From an optimization exercise on the open Yosys and OpenROAD flow, aimed at small area; shortcuts taken in it are not production practice. Only simulation tests tie the RTL to the original design; equivalence was not proved.

## flow/design.v (module list and top-level ports; edited modules follow where they fit)
// module process_r_dds_0_cbkb_cos: 522 lines
// module process_r_dds_0_cbkb_sin: 522 lines
// module process_r_dds_0_fcud: 71 lines
// module dds_mac_muladd_16eOg: 319 lines
// module dds_mac_mulsub_18dEe: 361 lines
// module process_r: 100 lines
module process_r (
        ap_clk,
        ap_rst,
        ap_start,
        ap_done,
        ap_idle,
        ap_ready,
        ap_ce,
        incr_V,
        ap_return_0,
        ap_return_1
);
  // ...
==> flow/flow/run.sh <==
#!/bin/bash
# Own flow: the standard layout (standard.sh), with the synthesis
# script replaced by flow/my_synth.tcl (no early generic ABC pass, so that
# full adders are extracted with their polarity; area-oriented ABC mapping).
set -euo pipefail
here=$(pwd)
export FLOW_FLOW_ABC_SCRIPT=$here/flow/abc_area.script
sed "s#SYNTH_SCRIPT=[^ ]*#SYNTH_SCRIPT=$here/flow/my_synth.tcl#" standard.sh > my_standard.sh
grep -q "SYNTH_SCRIPT=$here/flow/my_synth.tcl" my_standard.sh
bash my_standard.sh > flow_make.log 2>&1
==> flow/flow/abc_area.script <==
strash
ifraig
dc2
strash
&get -n
&dch -f
&nf
&put
topo
stime -c
buffer -c
upsize -c
dnsize -c
==> flow/flow/my_synth.tcl <==
# The standard synthesis (synth_recipe.tcl), except that yosys synth skips
# its early generic ABC pass (-noabc), and the final ABC
# mapping uses flow/abc_area.script: area-oriented mapping followed by
# ABC's buffering and sizing. Registers are mapped exactly as in the
# standard synthesis; only the combinational mapping differs.
proc synth {args} { yosys synth -nofsm -noshare -noabc {*}$args }
proc abc {args} {
  set i [lsearch -exact $args -script]
  if { $i >= 0 } {
    lset args [expr {$i + 1}] $::env(FLOW_FLOW_ABC_SCRIPT)
  }
  yosys abc {*}$args
}
source $::env(SCRIPTS_DIR)/synth.tcl
# left out here: clear keep_hierarchy, flatten, clean up, hide names made inside functions, write 1_2_yosys.v
==> flow/standard.sh <==
#!/bin/bash
# synth_recipe.tcl (not shown) runs the flow's synth.tcl, then flattens the netlist and writes it again
# the make line also repeats each setting of config.mk as NAME=value (left out here)
make -C /OpenROAD-flow-scripts/flow DESIGN_CONFIG=/design/flow/config.mk WORK_HOME=/design/flow/orfs CLKGATE_MAP_FILE= SYNTH_SCRIPT=/design/flow/synth_recipe.tcl "${@:-finish}"
==> flow/config.mk <==
export PLATFORM = sky130hd
export DESIGN_NAME = process_r
export DESIGN_NICKNAME = process_r
export VERILOG_FILES = /design/flow/design.v
export SDC_FILE = /design/flow/constraint.sdc
export NUM_CORES = 4
export LEC_CHECK = 0
export CAP_MARGIN = 40
export CORE_MARGIN = 5
export CORE_UTILIZATION = 35
export GPL_TIMING_DRIVEN = 0
export SETUP_SLACK_MARGIN = 0.3
export SLEW_MARGIN = 40
export SYNTH_MEMORY_MAX_BITS = 32768
==> flow/constraint.sdc <==
create_clock -name core_clock -period 9.0 [get_ports {ap_clk}]
set_input_delay 1.8000 -clock core_clock [delete_from_list [all_inputs] [get_ports {ap_clk}]]
set_output_delay 1.8000 -clock core_clock [all_outputs]
set_load 0.01 [all_outputs]
==> out/summary.txt, run 1 <==
Post-DP HPWL - 198.1 mm
cells on worst reg2reg path - 18
IO Pins - 71
critical path startpoint category - register
multi-input logic area - 24260 sq um
status - no timing/DRC/antenna violations
num rows - 121
Die W - 340.6 microns
I/O Buffers - 69
grt peak-use layer - met2
most frequent cells in the layout - edfxtp_1 (382), nand2_1 (334), a21oi_1 (317)
Post-DP Area - 42240 sq um
DR iter-0 viols - 5488
met3 WL - 30.45 mm
unrepaired setup endpoints after global routing - yes
Synth Area in Compound Gates - 0.2211
Hold WC Path Type - register to register
max cap viols - 0
Setup crit start - ph[15][9]$_DFFE_PP_
commonest non-fill, non-tap cell in the layout - edfxtp_1
WP depth - 18
Gate Count Post-Synth - 4123
placed insts - 5651
crit path max fanout - 11
Fin. Hold Viols - 0
final setup fails - 0
H-Tree Depth - 2
GRT overflow - 0
Post-CTS Resized - 0
Root Buffer - clkbuf_16
==> inputs of run 2 (changes only) <==
--- a/flow/config.mk
+++ b/flow/config.mk
@@ -7,8 +7,9 @@
 export LEC_CHECK = 0
 export CAP_MARGIN = 40
 export CORE_MARGIN = 5
-export CORE_UTILIZATION = 35
-export GPL_TIMING_DRIVEN = 0
+export CORE_UTILIZATION = 40
+export CTS_CLUSTER_DIAMETER = 100
+export CTS_CLUSTER_SIZE = 30
 export SETUP_SLACK_MARGIN = 0.3
 export SLEW_MARGIN = 40
 export SYNTH_MEMORY_MAX_BITS = 32768
==> run 2 against run 1 <==
Net effect: wire length fell by 34%; register-to-register slack improved by 0.60 ns; count of clock-buffer cells in the layout fell by 24; largest cell class unchanged.
==> out/summary.txt, run 2 <==
worst-margin pin slew - 1.042 ns (was 1.107 ns)
minimum clock period - 7.878 ns (was 8.482 ns)
Max Buffers Root-to-Sink - 3 (unchanged)
clock-pin slew on the worst setup and hold paths - 0.12 ns (was 0.06 ns)
Synth cell types - 77 (unchanged)
post-route insts no fill - 5362 (was 5771)
cell taking the most area after synthesis - edfxtp_1 (unchanged)
Min Hold Slack - 0.3940 ns (was 0.4134 ns)
routed wire length per instance - 32.14 microns (was 45.18 microns)
largest cells by area after synthesis - edfxtp_1 (30%), fa_1 (12%), xnor2_1 (7.3%), ha_1 (6.8%), a21oi_1 (4.2%) (unchanged)
Commonest cells post-synth - edfxtp_1 (382), nand2_1 (340), a21oi_1 (321) (unchanged)
placed insts - 5309 (was 5651)
Slew headroom - 0.3007 (was 0.2503)
Fin. Hold Viols - 0 (unchanged)
Die Height - 319.2 microns (was 340.6 microns)
gr usage total - 0.3269 (was 0.4388)
Hold WC Path Type - register to register (unchanged)
Die W - 319.2 microns (was 340.6 microns)
CTS sink cnt - 431 (unchanged)
setup tns final - 0 ns (unchanged)
Highest Clock Rate - 126.9 MHz (was 117.9 MHz)
Vias - 35060 (was 39370)
Post-Route WL - 172.3 mm (was 260.7 mm)
Final WS setup - 1.122 ns (was 0.5181 ns)
skew final - 0.03564 ns (was 0.03829 ns)
biggest regs - ph x294, acc x32 (unchanged)
Post-DP HPWL - 125.1 mm (was 198.1 mm)
CP most frequent cell - o21a_1 (was nand2_1)
Clk Latency, worst-skew pair - 0.63 ns (was 0.66 ns)
max-slew violations - 0 (unchanged)
I/O Buffers - 70 (was 69)
crit end category - register (unchanged)
filler instances - 9361 (was 10970)
Initial Utilization - 0.4025 (was 0.3518)
Primary FF master, synth - edfxtp_1 (unchanged)
Final period util - 0.8753 (was 0.9424)
syn nets - 4605 (unchanged)
commonest non-fill, non-tap cell in the layout - edfxtp_1 (unchanged)
Post-CTS Hold Buffers - 0 (unchanged)
multi-input logic area - 24040 sq um (was 24260 sq um)
Avg Cell Area, Syn - 9.276 sq um (unchanged)
CTS tree - yes (unchanged)
Critical Path Max Stage Delay - 0.52 ns (was 0.84 ns)
YS warnings - 4 (unchanged)
RePlAce Congestion - 1.062 (was 1.156)
DR iter-0 viols - 4686 (was 5488)
Gate Count Post-Synth - 4123 (unchanged)
max cap viols - 0 (unchanged)
largest net degree at the start of global routing - 142 (was 81)
most flop-heavy register - ph (unchanged)
Seq/Total Area, Yosys - 0.3256 (unchanged)
number of global-route vias before repair - 34300 (was 38980)
final setup fails - 0 (unchanged)
drt pass-1 iters - 9 (was 12)
die area - 101900 sq um (was 116000 sq um)
unrepaired setup endpoints after global routing - no (was yes)
# nets final - 4556 (was 4771)
share of layout cells above drive strength 1 - 0.07433 (was 0.09914)
Sequential Area - 12450 sq um (unchanged)
post-synthesis register bit count - 431 (unchanged)
Post-Syn Area - 38250 sq um (unchanged)
count leader, synth - edfxtp_1 (unchanged)
post-synth top area share - 0.2999 (unchanged)
first-pass GRT wire length - 247.7 mm (was 345.9 mm)
max FFs per register - 294 (unchanged)
num rows - 113 (was 121)
EDFF count, synth - 382 (unchanged)
Root Buffer - clkbuf_16 (unchanged)
placeable core region - 95010 sq um (was 108700 sq um)
Crit-path slowest cell - fa_1 (was edfxtp_1)
Area Overhead vs Synth - 9.958% (was 15.15%)
ys async rst share - 0 (unchanged)
Vias/cell - 6.538 (was 6.822)
Post-DRT Antenna Nets - 0 (unchanged)
most frequent cells in the layout - edfxtp_1 (382), nand2_1 (336), a21oi_1 (320) (was edfxtp_1 (382), nand2_1 (334), a21oi_1 (317))
crit path max fanout - 18 (was 11)
Arr. time, crit path - 8.23 ns (was 8.93 ns)
critical path type - register to register (unchanged)
critical path startpoint category - register (unchanged)
clock buffer count from CTS - 25 (was 48)
Post-CTS Resized - 0 (unchanged)
Critical Path RT - 9.35 ns (was 9.45 ns)
H-Tree Depth - 1 (was 2)
Setup Fix Bufs, Post-CTS - 0 (unchanged)
Place WS - 1.089 ns (was 0.3866 ns)
GRT overflow - 0 (unchanged)
status - no timing/DRC/antenna violations (unchanged)
antenna violations before repair - 9 (was 42)
IO Pins - 71 (unchanged)
DRC - 0 (unchanged)
run 2: cells by family after synthesis:
family | share of synthesized area
DFF | 0.3256
buffers and inverters | 0.05372
muxes | 0.01243
adders and majority gates | 0.1924
AOI/OAI and AO/OA | 0.2211
xor gates and xnor gates | 0.08290
and+or+nand+nor | 0.1118
run 2: critical path: cells and delay by family (launching register included):
kind                     cells  cell delay (ns)
flip-flops                   1             0.47
AND/OR/NAND/NOR              2             0.52
AO/OA/AOI/OAI               19             3.50
adder cells (fa/ha/maj)      5             2.06
XOR/XNOR                     1             0.16
buffers and inverters        2             0.90
run 2: per-layer routing:
metal / global-route usage / up-vias / routed length, microns
met3: 0.08777 / 813 / 18020
met1: 0.4051 / 16950 / 63940
met4: 0.2423 / 6 / 17150
met5: 0 / - / 40
met2: 0.4899 / 2382 / 73170
li1: - / 14910 / -
run 2: path summary, 6_finish.rpt:
check,from,to,slack [ns],cells after the start
worst max-delay path,fw_q[7]$_DFFE_PP_,upx_q$_DFFE_PP_,1.12,29
worst min-delay path,ph[2][14]$_DFFE_PP_,ph[3][14]$_DFFE_PP_,0.39,0
worst max register to register,fw_q[7]$_DFFE_PP_,upx_q$_DFFE_PP_,1.12,29
worst min register to register,ph[2][14]$_DFFE_PP_,ph[3][14]$_DFFE_PP_,0.39,0
run 2: layout make-up:
class,count,area share
well taps,1265,0.03764
inverters,215,0.01919
repair buffers,256,0.05311
diodes,7,0.0004165
clock buffers,31,0.01541
multi-input cells,3145,0.5716
flip-flops and latches,431,0.2961
clock inverters,12,0.006605
run 2: per-stage QoR:
stage	cell area [sq um]	utilization
CTS	41950	0.4415
global placement	40900	0.4304
global route	42040	0.4425
detailed placement	41020	0.4318
finish	42060	0.4426
floorplan	38250	-
==> inputs of run 3 (changes only) <==
--- a/flow/config.mk
+++ b/flow/config.mk
@@ -8,8 +8,6 @@
 export CAP_MARGIN = 40
 export CORE_MARGIN = 5
 export CORE_UTILIZATION = 40
-export CTS_CLUSTER_DIAMETER = 100
-export CTS_CLUSTER_SIZE = 30
 export SETUP_SLACK_MARGIN = 0.3
 export SLEW_MARGIN = 40
 export SYNTH_MEMORY_MAX_BITS = 32768
==> run 3 against run 2 <==
Net effect: cell area is 1.4% higher; still clean; largest cell class unchanged; via count increased by 0.43%; maximum frequency shrank 0.45%; global-route usage rose by 0.26 points.
==> out/summary.txt, run 3 <==
status - no timing/DRC/antenna violations (unchanged)
critical path startpoint category - register (unchanged)
CTS tree - yes (unchanged)
I/O Buffers - 70 (unchanged)
crit path to - upx_q$_DFFE_PP_ (unchanged)
clock-pin slew on the worst setup and hold paths - 0.06 ns (was 0.12 ns)
commonest non-fill, non-tap cell in the layout - edfxtp_1 (unchanged)
max-slew violations - 0 (unchanged)
H-Tree Depth - 2 (was 1)
count leader, synth - edfxtp_1 (unchanged)
reg-to-reg slack, setup - 1.09 ns (was 1.12 ns)
Min Hold Slack - 0.4123 ns (was 0.3940 ns)
Post-CTS Resized - 0 (unchanged)
Post-Route WL - 173.2 mm (was 172.3 mm)
post-route insts no fill - 5404 (was 5362)
largest cells by area after synthesis - edfxtp_1 (30%), fa_1 (12%), xnor2_1 (7.3%), ha_1 (6.8%), a21oi_1 (4.2%) (unchanged)
crit end category - register (unchanged)
IO Pins - 71 (unchanged)
minimum clock period - 7.914 ns (was 7.878 ns)
Vias/cell - 6.515 (was 6.538)
Final period util - 0.8793 (was 0.8753)
Place WS - 1.089 ns (unchanged)
worst-margin pin slew - 0.9967 ns (was 1.042 ns)
largest net degree at the start of global routing - 142 (unchanged)
Area Overhead vs Synth - 11.53% (was 9.958%)
ys async rst share - 0 (unchanged)
Vias - 35210 (was 35060)
routed wire length per instance - 32.05 microns (was 32.14 microns)
Post-Syn Area - 38250 sq um (unchanged)
DR iter-0 viols - 4726 (was 4686)
crit path max fanout - 18 (unchanged)
GRT overflow - 0 (unchanged)
Root Buffer - clkbuf_16 (unchanged)
Die W - 319.2 microns (unchanged)
most frequent cells in the layout - edfxtp_1 (382), nand2_1 (336), a21oi_1 (320) (unchanged)
first-pass GRT wire length - 248.6 mm (was 247.7 mm)
number of global-route vias before repair - 34570 (was 34300)
Avg Cell Area, Syn - 9.276 sq um (unchanged)
skew final - 0.01638 ns (was 0.03564 ns)
placeable core region - 95010 sq um (unchanged)
Initial Utilization - 0.4025 (unchanged)
final setup fails - 0 (unchanged)
Seq/Total Area, Yosys - 0.3256 (unchanged)
clock buffer count from CTS - 48 (was 25)
# nets final - 4579 (was 4556)
num rows - 113 (unchanged)
Synth cell types - 77 (unchanged)
reg2reg start - fw_q[7]$_DFFE_PP_ (unchanged)
Die Height - 319.2 microns (unchanged)
Setup crit start - fw_q[7]$_DFFE_PP_ (unchanged)
CTS sink cnt - 431 (unchanged)
antenna violations before repair - 6 (was 9)
Commonest cells post-synth - edfxtp_1 (382), nand2_1 (340), a21oi_1 (321) (unchanged)
cell area after layout - 42660 sq um (was 42060 sq um)
Fin. Hold Viols - 0 (unchanged)
post-synth top area share - 0.2999 (unchanged)
critical path type - register to register (unchanged)
Arr. time, crit path - 8.27 ns (was 8.23 ns)
Setup Fix Bufs, Post-CTS - 0 (unchanged)
Slew headroom - 0.3311 (was 0.3007)
Post-DRT Antenna Nets - 0 (unchanged)
Critical Path RT - 9.35 ns (about the same)
DRC - 0 (unchanged)
Post-DP HPWL - 125.1 mm (unchanged)
post-synthesis register bit count - 431 (unchanged)
placed insts - 5309 (unchanged)
Primary FF master, synth - edfxtp_1 (unchanged)
Final WS setup - 1.086 ns (was 1.122 ns)
Max Buffers Root-to-Sink - 3 (unchanged)
syn nets - 4605 (unchanged)
Clk Latency, worst-skew pair - 0.63 ns (about the same)
unrepaired setup endpoints after global routing - no (unchanged)
Gate Count Post-Synth - 4123 (unchanged)
cells on worst reg2reg path - 29 (unchanged)
Hold Path Cell Cnt - 0 (unchanged)
max FFs per register - 294 (unchanged)
Crit-path slowest cell - fa_1 (unchanged)
share of layout cells above drive strength 1 - 0.08174 (was 0.07433)
YS warnings - 4 (unchanged)
Post-CTS Hold Buffers - 0 (unchanged)
biggest regs - ph x294, acc x32 (unchanged)
die area - 101900 sq um (unchanged)
Hold WC Path Type - register to register (unchanged)
RePlAce Congestion - 1.062 (unchanged)
fin util - 0.4490 (was 0.4426)
Critical Path Max Stage Delay - 0.52 ns (about the same)
setup tns final - 0 ns (unchanged)
Post-DP Area - 41020 sq um (unchanged)
CP most frequent cell - o21a_1 (unchanged)
gr usage total - 0.3295 (was 0.3269)
EDFF count, synth - 382 (unchanged)
max cap viols - 0 (unchanged)
FF-to-FF End - upx_q$_DFFE_PP_ (unchanged)
drt pass-1 iters - 7 (was 9)
most flop-heavy register - ph (unchanged)
Highest Clock Rate - 126.4 MHz (was 126.9 MHz)
cell taking the most area after synthesis - edfxtp_1 (unchanged)
run 3: layout make-up:
| type | count | area [sq um] |
|---|---|---|
| fill | 9324 | 52350 |
| multi-input combinational | 3145 | 24040 |
| sequential | 431 | 12450 |
| timing repair buffer | 256 | 2233 |
| tap | 1265 | 1583 |
| clock buffer | 60 | 1257 |
| inverter | 215 | 807.0 |
| clock inverter | 28 | 276.5 |
| antenna | 4 | 10.01 |
run 3: worst max-delay path, delay by kind of cell (launching register included):
family | cells | cell delay, ns
adder cells (fa/ha/maj) | 5 | 2.07
AND/OR/NAND/NOR | 2 | 0.53
buffers and inverters | 2 | 0.90
flip-flops | 1 | 0.47
AO/OA/AOI/OAI | 19 | 3.49
XOR/XNOR | 1 | 0.16
run 3: cells by family (layout without fill, tap and decap cells):
group                    Yosys count  after routing  share of synthesized area
other                              0              4                          0
buffers and inverters            547            559                    0.05372
multiplexers                      47             47                    0.01243
AND/OR/NAND/NOR                  973            973                     0.1118
AO/OA/AOI/OAI                   1317           1317                     0.2211
adder cells (fa/ha/maj)          446            446                     0.1924
flip-flops                       431            431                     0.3256
XOR/XNOR                         362            362                    0.08290
run 3: worst min-delay path by stage:
stage	start	to	slack (ns)
final	ph[14][10]$_DFFE_PP_	ph[15][10]$_DFFE_PP_	0.41
after CTS	ph[14][10]$_DFFE_PP_	ph[15][10]$_DFFE_PP_	0.40
after global placement	ph[12][2]$_DFFE_PP_	ph[13][2]$_DFFE_PP_	0.40
after detailed placement	ph[9][7]$_DFFE_PP_	ph[10][7]$_DFFE_PP_	0.40
after floorplan	ph[9][0]$_DFFE_PP_	ph[10][0]$_DFFE_PP_	0.40
after global routing	ph[8][19]$_DFFE_PP_	ph[9][19]$_DFFE_PP_	0.41
run 3: per-layer routing:
metal	global-route usage	wire length, microns	up-vias
met5	0	81	-
met4	0.2452	16920	8
met3	0.09030	17940	802
met2	0.4917	73610	2386
met1	0.4086	64650	17030
li1	-	-	14980
==> inputs of run 4 (changes only) <==
==> flow/config.mk (replaced) <==
export PLATFORM = sky130hd
export DESIGN_NAME = process_r
export DESIGN_NICKNAME = process_r
export VERILOG_FILES = /design/flow/design.v
export SDC_FILE = /design/flow/constraint.sdc
export NUM_CORES = 4
export LEC_CHECK = 0
export CAP_MARGIN = 30
export CORE_MARGIN = 5
export CORE_UTILIZATION = 45
export SLEW_MARGIN = 30
export SYNTH_MEMORY_MAX_BITS = 32768
==> run 4 against run 3 <==
Net effect: sequential cell count stayed put; largest cell class unchanged; wire length fell by 3.1%; maximum frequency is 1.3% lower; via count grew 0.20%; cell area shrank 0.88%; first-iteration DRC count increased by 11%.
==> out/summary.txt, run 4 <==
status - no timing/DRC/antenna violations (unchanged)
most frequent cells in the layout - edfxtp_1 (382), nand2_1 (336), a21oi_1 (321) (was edfxtp_1 (382), nand2_1 (336), a21oi_1 (320))
routed wire length per instance - 31.96 microns (was 32.05 microns)
largest net degree at the start of global routing - 143 (was 142)
number of global-route vias before repair - 34420 (was 34570)
cell area after layout - 42280 sq um (was 42660 sq um)
count leader, synth - edfxtp_1 (unchanged)
Critical Path RT - 9.32 ns (was 9.35 ns)
post-route insts no fill - 5253 (was 5404)
antenna violations before repair - 12 (was 6)
max FFs per register - 294 (unchanged)
final setup fails - 0 (unchanged)
Post-DP Area - 40560 sq um (was 41020 sq um)
Hold WC Path Type - register to register (unchanged)
gr usage total - 0.3606 (was 0.3295)
filler instances - 7989 (was 9324)
ys async rst share - 0 (unchanged)
DR iter-0 viols - 5231 (was 4726)
Post-CTS Resized - 0 (unchanged)
Vias - 35280 (was 35210)
Slew headroom - 0.2272 (was 0.3311)
placed insts - 5153 (was 5309)
Post-CTS Hold Buffers - 0 (unchanged)
Seq/Total Area, Yosys - 0.3256 (unchanged)
critical path startpoint category - register (unchanged)
drt pass-1 iters - 8 (was 7)
placeable core region - 84750 sq um (was 95010 sq um)
Vias/cell - 6.716 (was 6.515)
post-synthesis register bit count - 431 (unchanged)
DRC - 0 (unchanged)
unrepaired setup endpoints after global routing - no (unchanged)
critical path type - register to register (unchanged)
biggest regs - ph x294, acc x32 (unchanged)
Root Buffer - clkbuf_16 (unchanged)
die area - 90920 sq um (was 101900 sq um)
Fin. Hold Viols - 0 (unchanged)
Arr. time, crit path - 8.33 ns (was 8.27 ns)
Gate Count Post-Synth - 4123 (unchanged)
commonest non-fill, non-tap cell in the layout - edfxtp_1 (unchanged)
fin util - 0.4989 (was 0.4490)
Place WS - 1.080 ns (was 1.089 ns)
clock buffer count from CTS - 50 (was 48)
IO Pins - 71 (unchanged)
first-pass GRT wire length - 241.5 mm (was 248.6 mm)
Final WS setup - 0.9854 ns (was 1.086 ns)
num rows - 107 (was 113)
H-Tree Depth - 2 (unchanged)
Die Height - 301.5 microns (was 319.2 microns)
Post-Route WL - 167.9 mm (was 173.2 mm)
EDFF count, synth - 382 (unchanged)
largest cells by area after synthesis - edfxtp_1 (30%), fa_1 (12%), xnor2_1 (7.3%), ha_1 (6.8%), a21oi_1 (4.2%) (unchanged)
max-slew violations - 0 (unchanged)
Crit-path slowest cell - inv_2 (was fa_1)
Final period util - 0.8905 (was 0.8793)
CTS sink cnt - 431 (unchanged)
max cap viols - 0 (unchanged)
Die W - 301.5 microns (was 319.2 microns)
syn nets - 4605 (unchanged)
Avg Cell Area, Syn - 9.276 sq um (unchanged)
# nets final - 4544 (was 4579)
crit end category - register (unchanged)
Max Buffers Root-to-Sink - 3 (unchanged)
Post-DP HPWL - 119.4 mm (was 125.1 mm)
Min Hold Slack - 0.3651 ns (was 0.4123 ns)
skew final - 0.06659 ns (was 0.01638 ns)
Synth cell types - 77 (unchanged)
clock-pin slew on the worst setup and hold paths - 0.07 ns (was 0.06 ns)
Highest Clock Rate - 124.8 MHz (was 126.4 MHz)
I/O Buffers - 70 (unchanged)
worst-margin pin slew - 1.147 ns (was 0.9967 ns)
Post-DRT Antenna Nets - 0 (unchanged)
RePlAce Congestion - 1.101 (was 1.062)
GRT overflow - 0 (unchanged)
Critical Path Max Stage Delay - 0.74 ns (was 0.52 ns)
Clk Latency, worst-skew pair - 0.65 ns (was 0.63 ns)
Primary FF master, synth - edfxtp_1 (unchanged)
crit path max fanout - 31 (was 18)
Area Overhead vs Synth - 10.55% (was 11.53%)
Setup Fix Bufs, Post-CTS - 0 (unchanged)
Post-Syn Area - 38250 sq um (unchanged)
share of layout cells above drive strength 1 - 0.07407 (was 0.08174)
setup tns final - 0 ns (unchanged)
YS warnings - 4 (unchanged)
cell taking the most area after synthesis - edfxtp_1 (unchanged)
Initial Utilization - 0.4513 (was 0.4025)
most flop-heavy register - ph (unchanged)
CP most frequent cell - o21a_1 (unchanged)
post-synth top area share - 0.2999 (unchanged)
Commonest cells post-synth - edfxtp_1 (382), nand2_1 (340), a21oi_1 (321) (unchanged)
CTS tree - yes (unchanged)
minimum clock period - 8.015 ns (was 7.914 ns)
[run 4: cell types whose count changed in the layout (fill, tap and decap cells not counted), sizes merged]
cell / change
buf: -38
clkinv: +4
clkbuf: +1
clkinvlp: +1
diode: +1
inv: +1
[run 4: layout make-up]
class	instances	area [sq um]	share of cell area
Tap cell	1144	1431	0.03385
Clock inverter	34	357.8	0.008463
Antenna cell	5	12.51	0.0002959
Sequential cell	431	12450	0.2945
Inverter	215	807.0	0.01909
Clock buffer	60	1319	0.03119
Timing Repair Buffer	219	1911	0.04519
Multi-Input combinational cell	3145	23990	0.5674
[run 4: cells by family (layout without fill, tap and decap cells)]
group                    after synthesis  after routing  share of synthesized area
AND/OR/NAND/NOR                      973            973                     0.1118
buffers and inverters                547            528                    0.05372
other                                  0              5                          0
adder cells (fa/ha/maj)              446            446                     0.1924
XOR/XNOR                             362            362                    0.08290
multiplexers                          47             47                    0.01243
flip-flops                           431            431                     0.3256
AO/OA/AOI/OAI                       1317           1317                     0.2211
[run 4: path summary, 6_finish.rpt]
kind                                           start                   to  slack, ns  cells after the start
worst max-delay path               fw_q[5]$_DFFE_PP_      upx_q$_DFFE_PP_       0.99                     31
worst min-delay path            ph[15][20]$_DFFE_PP_  quad_q[1]$_DFFE_PP_       0.37                      0
worst max register to register     fw_q[5]$_DFFE_PP_      upx_q$_DFFE_PP_       0.99                     31
worst min register to register  ph[15][20]$_DFFE_PP_  quad_q[1]$_DFFE_PP_       0.37                      0
[run 4: per-layer routing]
layer / wire length [microns] / global-route usage / part of all wire
met3: 18970 / 0.1047 / 0.11
met2: 70580 / 0.5304 / 0.42
met5: 101 / 0.004329 / 0.00060
met1: 63620 / 0.4617 / 0.38
met4: 14610 / 0.2390 / 0.087
[run 4: worst max-delay path: cells and delay by family, from the launching register on]
kind	cells	cell delay [ns]
simple gates	2	0.44
fa+ha+maj	5	2.13
flops	1	0.47
buf+inv	3	0.83
compound gates	20	3.60
xor+xnor	1	0.20
==> inputs of run 5 (changes only) <==
--- a/flow/config.mk
+++ b/flow/config.mk
@@ -8,5 +8,7 @@
 export CAP_MARGIN = 30
 export CORE_MARGIN = 5
 export CORE_UTILIZATION = 45
+export CTS_CLUSTER_DIAMETER = 80
+export CTS_CLUSTER_SIZE = 25
 export SLEW_MARGIN = 30
 export SYNTH_MEMORY_MAX_BITS = 32768
==> run 5 against run 4 <==
Net effect: utilization down 0.59 points; largest cell class unchanged; first-iteration DRC count down 1.9%; highest routed layer unchanged; count of clock-buffer cells in the layout down 22; sequential cell count unchanged; clock skew down 0.013 ns; non-clock buffer count up 1; critical endpoint unchanged; worst hold slack better by 0.024 ns; synthesized cell count unchanged; cell area down 1.2%.
==> out/summary.txt, run 5 <==
met3 GRT Util - 0.1097 (was 0.1047)
ys async rst share - 0 (unchanged)
Synth Area in Compound Gates - 0.2211 (unchanged)
DRC - 0 (unchanged)
Root Buffer - clkbuf_16 (unchanged)
commonest non-fill, non-tap cell in the layout - edfxtp_1 (unchanged)
worst-margin pin slew - 1.185 ns (was 1.147 ns)
setup tns final - 0 ns (unchanged)
Area Overhead vs Synth - 9.238% (was 10.55%)
cell taking the most area after synthesis - edfxtp_1 (unchanged)
Initial Utilization - 0.4513 (unchanged)
Critical Path Max Stage Delay - 0.75 ns (was 0.74 ns)
routed wire length per instance - 31.99 microns (was 31.96 microns)
Synth Area in Adders - 0.1924 (unchanged)
max-slew violations - 0 (unchanged)
status - no timing/DRC/antenna violations (unchanged)
unrepaired setup endpoints after global routing - no (unchanged)
grt met2 use - 0.5268 (was 0.5304)
Synth cell types - 77 (unchanged)
drt pass-1 iters - 13 (was 8)
syn nets - 4605 (unchanged)
skew final - 0.05407 ns (was 0.06659 ns)
Die Height - 301.5 microns (unchanged)
most frequent cells in the layout - edfxtp_1 (382), nand2_1 (336), a21oi_1 (321) (unchanged)
Seq/Total Area, Yosys - 0.3256 (unchanged)
Gate Count Post-Synth - 4123 (unchanged)
gr usage total - 0.3578 (was 0.3606)
DR iter-0 viols - 5132 (was 5231)
Post-Syn Area - 38250 sq um (unchanged)
count leader, synth - edfxtp_1 (unchanged)
post-synth top area share - 0.2999 (unchanged)
IO Pins - 71 (unchanged)
post-synthesis register bit count - 431 (unchanged)
GRT overflow - 0 (unchanged)
clock buffer count from CTS - 31 (was 50)
minimum clock period - 7.959 ns (was 8.015 ns)
largest net degree at the start of global routing - 143 (unchanged)
number of global-route vias before repair - 34020 (was 34420)
antenna violations before repair - 9 (was 12)
Post-DP HPWL - 119.4 mm (unchanged)
num rows - 107 (unchanged)
crit end category - register (unchanged)
Synth Area in Simple Gates - 0.1118 (unchanged)
biggest regs - ph x294, acc x32 (unchanged)
CTS tree - yes (unchanged)
Die W - 301.5 microns (unchanged)
share of layout cells above drive strength 1 - 0.06758 (was 0.07407)
mux share of post-synthesis cell area - 0.01243 (unchanged)
Vias - 35130 (was 35280)
filler instances - 8047 (was 7989)
largest family of logic cells by synthesized area - compound AO/OA/AOI/OAI gates (unchanged)
max cap viols - 0 (unchanged)
largest cells by area after synthesis - edfxtp_1 (30%), fa_1 (12%), xnor2_1 (7.3%), ha_1 (6.8%), a21oi_1 (4.2%) (unchanged)
Setup Fix Bufs, Post-CTS - 0 (unchanged)
final setup fails - 0 (unchanged)
critical path startpoint category - register (unchanged)
first-pass GRT wire length - 239.8 mm (was 241.5 mm)
Post-CTS Resized - 0 (unchanged)
cells on worst reg2reg path - 31 (unchanged)
Post-CTS Hold Buffers - 0 (unchanged)
Arr. time, crit path - 8.34 ns (was 8.33 ns)
Post-DRT Antenna Nets - 0 (unchanged)
met1 Use GR - 0.4575 (was 0.4617)
RePlAce Congestion - 1.101 (unchanged)
Final period util - 0.8843 (was 0.8905)
Crit-path slowest cell - inv_2 (unchanged)
Highest Clock Rate - 125.6 MHz (was 124.8 MHz)
Fin. Hold Viols - 0 (unchanged)
CTS sink cnt - 431 (unchanged)
Avg Cell Area, Syn - 9.276 sq um (unchanged)
placeable core region - 84750 sq um (unchanged)
EDFF count, synth - 382 (unchanged)
clock-pin slew on the worst setup and hold paths - 0.10 ns (was 0.07 ns)
CP most frequent cell - o21a_1 (unchanged)
# nets final - 4526 (was 4544)
most flop-heavy register - ph (unchanged)
YS warnings - 4 (unchanged)
Max Buffers Root-to-Sink - 3 (unchanged)
grt peak-use layer - met2 (unchanged)
Primary FF master, synth - edfxtp_1 (unchanged)
Commonest cells post-synth - edfxtp_1 (382), nand2_1 (340), a21oi_1 (321) (unchanged)
max FFs per register - 294 (unchanged)
xor and xnor area share after synthesis - 0.08290 (unchanged)
crit path max fanout - 31 (unchanged)
Slew headroom - 0.2073 (was 0.2272)
Critical Path RT - 9.38 ns (was 9.32 ns)
I/O Buffers - 70 (unchanged)
Hold Path Cell Cnt - 0 (unchanged)
Clk Latency, worst-skew pair - 0.67 ns (was 0.65 ns)
Vias/cell - 6.734 (was 6.716)
critical path type - register to register (unchanged)
Hold WC Path Type - register to register (unchanged)
Post-Route WL - 166.9 mm (was 167.9 mm)
die area - 90920 sq um (unchanged)
H-Tree Depth - 1 (was 2)
==> run 5: cell families (layout without fill, tap and decap cells) <==
group | after synthesis | after routing
xor+xnor | 362 | 362
fa+ha+maj | 446 | 446
mux | 47 | 47
simple gates | 973 | 973
buf+inv | 547 | 493
compound gates | 1317 | 1317
other cells | 0 | 4
flops | 431 | 431
==> run 5: worst max-delay path, delay by kind of cell, from the launching register on <==
family	cells	cell delay (ns)
AOI/OAI and AO/OA	20	3.55
DFF	1	0.47
buffers and inverters	3	0.85
adders and majority gates	5	2.14
xor gates and xnor gates	1	0.21
and+or+nand+nor	2	0.44
==> run 5: final cells by class <==
cell class	instances	area, sq um	share of cell area
Multi-Input combinational cell	3145	23990	0.5742
Sequential cell	431	12450	0.2980
Timing Repair Buffer	220	1922	0.04600
Tap cell	1144	1431	0.03426
Inverter	215	807.0	0.01932
Clock buffer	38	802.0	0.01920
Clock inverter	20	366.6	0.008775
Antenna cell	4	10.01	0.0002396
==> run 5: routing by layer <==
metal / part of all wire / wire, microns
met4: 0.085 / 14170
met2: 0.42 / 69920
met1: 0.38 / 63350
met5: 0.00042 / 70
met3: 0.12 / 19410
==> run 5: per-stage QoR <==
step / setup slack (ns) / instance area (sq um) / util / std cells / hold slack (ns)
after detailed placement: 1.080 / 40560 / 0.4786 / 5153 / 0.4045
after CTS: 1.053 / 41730 / 0.4924 / 5211 / 0.4022
after global placement: 1.204 / 40550 / 0.4785 / 5153 / 0.4002
after floorplan: 1.871 / 38250 / - / 4123 / 0.4003
final: 1.041 / 41780 / 0.4930 / 5217 / 0.3894
after global routing: 0.5785 / 41770 / 0.4929 / 5213 / 0.4264
==> run 5: path summary, 6_finish.rpt <==
check	startpoint	slack (ns)	end
worst max register to register	fw_q[5]$_DFFE_PP_	1.04	upx_q$_DFFE_PP_
worst max-delay path	fw_q[5]$_DFFE_PP_	1.04	upx_q$_DFFE_PP_
worst min-delay path	ph[8][4]$_DFFE_PP_	0.39	ph[9][4]$_DFFE_PP_
worst min register to register	ph[8][4]$_DFFE_PP_	0.39	ph[9][4]$_DFFE_PP_
==> inputs of run 6 (changes only) <==
--- a/flow/config.mk
+++ b/flow/config.mk
@@ -7,7 +7,7 @@
 export LEC_CHECK = 0
 export CAP_MARGIN = 30
 export CORE_MARGIN = 5
-export CORE_UTILIZATION = 45
+export CORE_UTILIZATION = 50
 export CTS_CLUSTER_DIAMETER = 80
 export CTS_CLUSTER_SIZE = 25
 export SLEW_MARGIN = 30
==> run 6 against run 5 <==
Net effect: sequential cell count unchanged; synthesized cell count unchanged; cell area is 0.35% lower; area after synthesis unchanged; die area is 9.7% lower; count of clock-buffer cells in the layout decreased by 6; setup slack better by 0.28 ns; critical endpoint unchanged.
==> out/summary.txt, run 6 <==
Root Buffer - clkbuf_16 (unchanged)
crit path max fanout - 16 (was 31)
gr usage total - 0.3811 (was 0.3578)
Synth cell types - 77 (unchanged)
RePlAce Congestion - 1.170 (was 1.101)
Max Buffers Root-to-Sink - 3 (unchanged)
critical path type - register to register (unchanged)
status - no timing/DRC/antenna violations (unchanged)
final setup fails - 0 (unchanged)
crit end category - register (unchanged)
Post-DP Area - 40650 sq um (was 40560 sq um)
routed wire length per instance - 31.33 microns (was 31.99 microns)
IO Pins - 71 (unchanged)
max FFs per register - 294 (unchanged)
biggest regs - ph x294, acc x32 (unchanged)
Die W - 286.6 microns (was 301.5 microns)
worst-margin pin slew - 1.142 ns (was 1.185 ns)
Clk Latency, worst-skew pair - 0.61 ns (was 0.67 ns)
skew final - 0.05086 ns (was 0.05407 ns)
largest cells by area after synthesis - edfxtp_1 (30%), fa_1 (12%), xnor2_1 (7.3%), ha_1 (6.8%), a21oi_1 (4.2%) (unchanged)
DRC - 0 (unchanged)
Critical Path RT - 9.34 ns (was 9.38 ns)
Critical Path Max Stage Delay - 0.54 ns (was 0.75 ns)
clock-pin slew on the worst setup and hold paths - 0.09 ns (was 0.10 ns)
most flop-heavy register - ph (unchanged)
first-pass GRT wire length - 233.7 mm (was 239.8 mm)
Vias/cell - 6.900 (was 6.734)
DR iter-0 viols - 6009 (was 5132)
cell taking the most area after synthesis - edfxtp_1 (unchanged)
Highest Clock Rate - 130.2 MHz (was 125.6 MHz)
YS warnings - 4 (unchanged)
Post-DP HPWL - 113.7 mm (was 119.4 mm)
Die Height - 286.6 microns (was 301.5 microns)
post-synth top area share - 0.2999 (unchanged)
Primary FF master, synth - edfxtp_1 (unchanged)
Arr. time, crit path - 8.02 ns (was 8.34 ns)
Slew headroom - 0.2335 (was 0.2073)
Post-Syn Area - 38250 sq um (unchanged)
Post-CTS Hold Buffers - 0 (unchanged)
# nets final - 4555 (was 4526)
Commonest cells post-synth - edfxtp_1 (382), nand2_1 (340), a21oi_1 (321) (unchanged)
Setup Fix Bufs, Post-CTS - 0 (unchanged)
Post-CTS Resized - 0 (unchanged)
Seq/Total Area, Yosys - 0.3256 (unchanged)
setup tns final - 0 ns (unchanged)
antenna violations before repair - 15 (was 9)
ys async rst share - 0 (unchanged)
most frequent cells in the layout - edfxtp_1 (382), nand2_1 (336), a21oi_1 (321) (unchanged)
Hold WC Path Type - register to register (unchanged)
Initial Utilization - 0.5036 (was 0.4513)
num rows - 101 (was 107)
fin util - 0.5482 (was 0.4930)
CP most frequent cell - o21a_1 (unchanged)
H-Tree Depth - 1 (unchanged)
CTS tree - yes (unchanged)
Avg Cell Area, Syn - 9.276 sq um (unchanged)
Gate Count Post-Synth - 4123 (unchanged)
Post-Route WL - 160.7 mm (was 166.9 mm)
share of layout cells above drive strength 1 - 0.07117 (was 0.06758)
CTS sink cnt - 431 (unchanged)
largest net degree at the start of global routing - 174 (was 143)
max-slew violations - 0 (unchanged)
filler instances - 6953 (was 8047)
cell area after layout - 41630 sq um (was 41780 sq um)
max cap viols - 0 (unchanged)
Area Overhead vs Synth - 8.856% (was 9.238%)
placeable core region - 75950 sq um (was 84750 sq um)
Place WS - 1.347 ns (was 1.080 ns)
GRT overflow - 0 (unchanged)
Vias - 35400 (was 35130)
post-synthesis register bit count - 431 (unchanged)
Final WS setup - 1.319 ns (was 1.041 ns)
minimum clock period - 7.681 ns (was 7.959 ns)
commonest non-fill, non-tap cell in the layout - edfxtp_1 (unchanged)
Final period util - 0.8534 (was 0.8843)
EDFF count, synth - 382 (unchanged)
unrepaired setup endpoints after global routing - no (unchanged)
Post-DRT Antenna Nets - 0 (unchanged)
number of global-route vias before repair - 34320 (was 34020)
I/O Buffers - 70 (unchanged)
Fin. Hold Viols - 0 (unchanged)
clock buffer count from CTS - 25 (was 31)
die area - 82130 sq um (was 90920 sq um)
syn nets - 4605 (unchanged)
Crit-path slowest cell - fa_1 (was inv_2)
drt pass-1 iters - 16 (was 13)
critical path startpoint category - register (unchanged)
count leader, synth - edfxtp_1 (unchanged)
==> run 6: cells by family after synthesis <==
family | count (synthesis) | synth area share
adder cells (fa/ha/maj) | 446 | 0.1924
XOR/XNOR | 362 | 0.08290
AO/OA/AOI/OAI | 1317 | 0.2211
AND/OR/NAND/NOR | 973 | 0.1118
buffers and inverters | 547 | 0.05372
flip-flops | 431 | 0.3256
multiplexers | 47 | 0.01243
==> run 6: cell type report <==
type	count	area (sq um)	share of cell area
Sequential cell	431	12450	0.2991
Inverter	215	807.0	0.01938
Timing Repair Buffer	255	2225	0.05343
Antenna cell	11	27.53	0.0006612
Tap cell	1030	1289	0.03095
Clock buffer	32	694.4	0.01668
Clock inverter	11	167.7	0.004027
Multi-Input combinational cell	3145	23970	0.5758
==> run 6: worst max-delay path, delay by kind of cell (launching register included) <==
family	cells	cell delay [ns]
flops	1	0.46
compound gates	20	3.65
buf+inv	3	0.56
fa+ha+maj	5	2.05
xor+xnor	1	0.20
simple gates	2	0.54
==> run 6: through the flow <==
| stage | std cells | hold WS, ns |
|---|---|---|
| 3_3_place_gp | 5073 | 0.4002 |
| 5_1_grt | 5122 | 0.4229 |
| 3_5_place_dp | 5073 | 0.4045 |
| 4_1_cts | 5116 | 0.4207 |
| 6_report | 5130 | 0.4155 |
| 2_1_floorplan | 4123 | 0.4003 |
==> run 6: final timing paths <==
path | startpoint | end | slack (ns) | cells past startpoint
setup / recovery | fw_q[5]$_DFFE_PP_ | upx_q$_DFFE_PP_ | 1.32 | 31
hold / removal | ph[6][0]$_DFFE_PP_ | ph[7][0]$_DFFE_PP_ | 0.42 | 0
setup reg to reg | fw_q[5]$_DFFE_PP_ | upx_q$_DFFE_PP_ | 1.32 | 31
hold reg to reg | ph[6][0]$_DFFE_PP_ | ph[7][0]$_DFFE_PP_ | 0.42 | 0
==> run 6: routing by layer <==
layer | global-route usage | routed length [microns] | up-vias
li1 | - | - | 14920
met4 | 0.2762 | 16750 | 28
met3 | 0.1602 | 21600 | 1006
met5 | 0.02560 | 484 | -
met1 | 0.4615 | 57200 | 16750
met2 | 0.5411 | 64690 | 2695
==> inputs of run 7 (changes only) <==
==> flow/flow/abc_area.script (replaced) <==
strash
ifraig
dc2
strash
&get -n
&dch -f
&nf
&put
--- a/flow/flow/my_synth.tcl
+++ b/flow/flow/my_synth.tcl
@@ -1,7 +1,7 @@
 # The standard synthesis (synth_recipe.tcl), except that yosys synth skips
 # its early generic ABC pass (-noabc), and the final ABC
-# mapping uses flow/abc_area.script: area-oriented mapping followed by
-# ABC's buffering and sizing. Registers are mapped exactly as in the
+# mapping uses flow/abc_area.script: area-oriented mapping only (the
+# layout flow buffers and sizes). Registers are mapped exactly as in the
 # standard synthesis; only the combinational mapping differs.
 proc synth {args} { yosys synth -nofsm -noshare -noabc {*}$args }
 proc abc {args} {
==> flow/config.mk (replaced) <==
export PLATFORM = sky130hd
export DESIGN_NAME = process_r
export DESIGN_NICKNAME = process_r
export VERILOG_FILES = /design/flow/design.v
export SDC_FILE = /design/flow/constraint.sdc
export NUM_CORES = 4
export LEC_CHECK = 0
export CAP_MARGIN = 40
export CORE_MARGIN = 5
export CORE_UTILIZATION = 40
export SETUP_SLACK_MARGIN = 0.3
export SLEW_MARGIN = 40
export SYNTH_MEMORY_MAX_BITS = 32768
==> run 7 against run 6 <==
Net effect: still clean; global-route usage is 3.6 points lower; synthesized cell count is 8.1% lower; via count is 0.53% higher; setup slack worse by 0.46 ns; sequential share of layout area is 1.3 points lower; area after synthesis is 3.6% lower; cell count is 6.3% higher; non-clock buffer count is 130 higher; critical path depth is 1 higher; largest cell class unchanged.
==> out/summary.txt, run 7 <==
status - no timing/DRC/antenna violations (unchanged)
Clk Latency, worst-skew pair - 0.64 ns (was 0.61 ns)
Primary FF master, synth - edfxtp_1 (unchanged)
minimum clock period - 8.138 ns (was 7.681 ns)
reg2reg start - fw_q[7]$_DFFE_PP_ (was fw_q[5]$_DFFE_PP_)
Seq/Total Area, Yosys - 0.3376 (was 0.3256)
critical path startpoint category - register (unchanged)
cell taking the most area after synthesis - edfxtp_1 (unchanged)
DR iter-0 viols - 4523 (was 6009)
Post-Route WL - 173.2 mm (was 160.7 mm)
worst-margin pin slew - 0.9698 ns (was 1.142 ns)
Post-Syn Area - 36880 sq um (was 38250 sq um)
Sequential Area - 12450 sq um (unchanged)
filler instances - 8775 (was 6953)
EDFF count, synth - 382 (unchanged)
crit path max fanout - 16 (unchanged)
clock-pin slew on the worst setup and hold paths - 0.06 ns (was 0.09 ns)
routed wire length per instance - 31.76 microns (was 31.33 microns)
Root Buffer - clkbuf_16 (unchanged)
cells on worst reg2reg path - 32 (was 31)
share of layout cells above drive strength 1 - 0.1021 (was 0.07117)
Crit-path slowest cell - fa_1 (unchanged)
first-pass GRT wire length - 250.6 mm (was 233.7 mm)
Critical Path RT - 9.34 ns (about the same)
Slew headroom - 0.3466 (was 0.2335)
hold_sp - ph[6][0]$_DFFE_PP_ (unchanged)
CTS sink cnt - 431 (unchanged)
largest cells by area after synthesis - edfxtp_1 (31%), fa_1 (13%), xnor2_1 (7.5%), ha_1 (7.1%), a21oi_1 (4.4%) (was edfxtp_1 (30%), fa_1 (12%), xnor2_1 (7.3%), ha_1 (6.8%), a21oi_1 (4.2%))
num rows - 111 (was 101)
YS warnings - 4 (unchanged)
Hold Path Cell Cnt - 0 (unchanged)
gr usage total - 0.3450 (was 0.3811)
Gate Count Post-Synth - 3791 (was 4123)
ys async rst share - 0 (unchanged)
clock buffer count from CTS - 46 (was 25)
max-slew violations - 0 (unchanged)
Vias/cell - 6.526 (was 6.900)
die area - 98380 sq um (was 82130 sq um)
Post-DRT Antenna Nets - 0 (unchanged)
fin util - 0.4752 (was 0.5482)
skew final - 0.04233 ns (was 0.05086 ns)
Final period util - 0.9042 (was 0.8534)
Hold Path End - ph[7][0]$_DFFE_PP_ (unchanged)
reg-to-reg slack, setup - 0.86 ns (was 1.32 ns)
Die W - 313.7 microns (was 286.6 microns)
drt pass-1 iters - 11 (was 16)
GRT overflow - 0 (unchanged)
CP most frequent cell - a21o_1 (was o21a_1)
post-synth top area share - 0.3110 (was 0.2999)
Initial Utilization - 0.4030 (was 0.5036)
setup tns final - 0 ns (unchanged)
multi-input logic area - 23930 sq um (was 23970 sq um)
most frequent cells in the layout - edfxtp_1 (382), nand2_1 (335), a21oi_1 (324) (was edfxtp_1 (382), nand2_1 (336), a21oi_1 (321))
Die Height - 313.7 microns (was 286.6 microns)
Vias - 35590 (was 35400)
Critical Path Max Stage Delay - 0.58 ns (was 0.54 ns)
largest net degree at the start of global routing - 110 (was 174)
IO Pins - 71 (unchanged)
unrepaired setup endpoints after global routing - no (unchanged)
max FFs per register - 294 (unchanged)
critical path type - register to register (unchanged)
count leader, synth - edfxtp_1 (unchanged)
max cap viols - 0 (unchanged)
syn nets - 4273 (was 4605)
Synth cell types - 60 (was 77)
I/O Buffers - 70 (unchanged)
CTS tree - yes (unchanged)
Post-DP HPWL - 129.0 mm (was 113.7 mm)
post-synthesis register bit count - 431 (unchanged)
Commonest cells post-synth - edfxtp_1 (382), nand2_1 (340), a21oi_1 (324) (was edfxtp_1 (382), nand2_1 (340), a21oi_1 (321))
post-route insts no fill - 5453 (was 5130)
RePlAce Congestion - 1.096 (was 1.170)
H-Tree Depth - 2 (was 1)
Arr. time, crit path - 8.48 ns (was 8.02 ns)
number of global-route vias before repair - 35210 (was 34320)
antenna violations before repair - 9 (was 15)
Place WS - 0.5307 ns (was 1.347 ns)
placeable core region - 91520 sq um (was 75950 sq um)
Max Buffers Root-to-Sink - 3 (unchanged)
final setup fails - 0 (unchanged)
Fin. Hold Viols - 0 (unchanged)
FF-to-FF End - upy_q$_DFFE_PP_ (was upx_q$_DFFE_PP_)
crit end category - register (unchanged)
# nets final - 4706 (was 4555)
most flop-heavy register - ph (unchanged)
Avg Cell Area, Syn - 9.729 sq um (was 9.276 sq um)
placed insts - 5358 (was 5073)
Area Overhead vs Synth - 17.92% (was 8.856%)
Final WS setup - 0.8620 ns (was 1.319 ns)
Highest Clock Rate - 122.9 MHz (was 130.2 MHz)
Hold WC Path Type - register to register (unchanged)
biggest regs - ph x294, acc x32 (unchanged)
commonest non-fill, non-tap cell in the layout - edfxtp_1 (unchanged)
DRC - 0 (unchanged)
==> run 7: how the worst max path moves through the flow <==
stage,from,to,slack [ns],cells past startpoint
after floorplan,fw_q[5]$_DFFE_PP_,upy_q$_DFFE_PP_,0.38,32
after global placement,fw_q[7]$_DFFE_PP_,upy_q$_DFFE_PP_,0.57,32
after detailed placement,fw_q[7]$_DFFE_PP_,upy_q$_DFFE_PP_,0.53,32
after CTS,fw_q[7]$_DFFE_PP_,upy_q$_DFFE_PP_,0.49,32
after global routing,fw_q[1]$_DFFE_PP_,upy_q$_DFFE_PP_,0.31,34
final,fw_q[7]$_DFFE_PP_,upy_q$_DFFE_PP_,0.86,32
==> run 7: what timing repair did <==
action                                 4_1_cts  5_1_grt
buffers inserted                             0        1
endpoints found under the hold margin        0        0
hold buffers                                 0        0
setup endpoints to repair                    0        3
gates resized for setup                      0        7
==> run 7: cell type report <==
cell class                      count  share of cell area
Timing Repair Buffer              385             0.07376
Sequential cell                   431              0.2863
Clock inverter                     34            0.009781
Inverter                          215             0.01856
Tap cell                         1186             0.03412
Antenna cell                        6           0.0003452
Multi-Input combinational cell   3145              0.5502
Clock buffer                       51             0.02690
==> run 7: cell families after synthesis <==
kind of cell	synth area share
AOI/OAI and AO/OA	0.2264
buffers and inverters	0.02188
and+or+nand+nor	0.1157
DFF	0.3376
xor gates and xnor gates	0.08597
adders and majority gates	0.1995
muxes	0.01289
==> run 7: critical path, delay by kind of cell (launching register included) <==
family / cells / cell delay (ns)
buffers and inverters: 2 / 0.15
AOI/OAI and AO/OA: 19 / 4.07
xor gates and xnor gates: 2 / 0.43
and+or+nand+nor: 5 / 0.91
DFF: 1 / 0.45
adders and majority gates: 4 / 1.87
==> run 7: per-layer routing <==
metal,vias up,share of wire,track usage
li1,15220,-,-
met1,17180,0.37,0.4220
met2,2355,0.43,0.5182
met3,827,0.098,0.08616
met4,4,0.11,0.2768
met5,-,0.00016,0
==> run 7: through the flow <==
stage | hold WS (ns) | cell area [sq um]
floorplan | 0.4003 | 36910
global placement | 0.4002 | 41670
detailed placement | 0.4045 | 41780
CTS | 0.4162 | 43380
global route | 0.4168 | 43480
finish | 0.3994 | 43490

## re-timing with driven ports
Ports are ideal in the flow. The routed layouts listed here were re-timed in OpenROAD.
Step 1 assumes that a clkbuf_16 drives the clock port and a buf_2 every other input.
Step 2, shift: input delay + t, output delay - t, t = (earliest + latest rising clock arrival at the registers) / 2. This alone moves slack from input paths to output paths.
a / b / c = no drivers / after step 1 / after step 2; a / b = the first two.
run	shift t [ns]	setup slack, ns	cell pins on the clock port's net
run 1	0.715	0.518 / 0.518 / 0.518	1
run 2	0.677	1.122 / 1.122 / 1.122	1
run 3	0.698	1.086 / 1.086 / 1.086	1
run 4	0.675	0.985 / 0.985 / 0.985	1
run 5	0.704	1.041 / 1.041 / 1.041	1
run 6	0.660	1.319 / 1.319 / 1.319	1
run 7	0.695	0.862 / 0.862 / 0.862	1
After both steps every run listed still meets setup and hold.
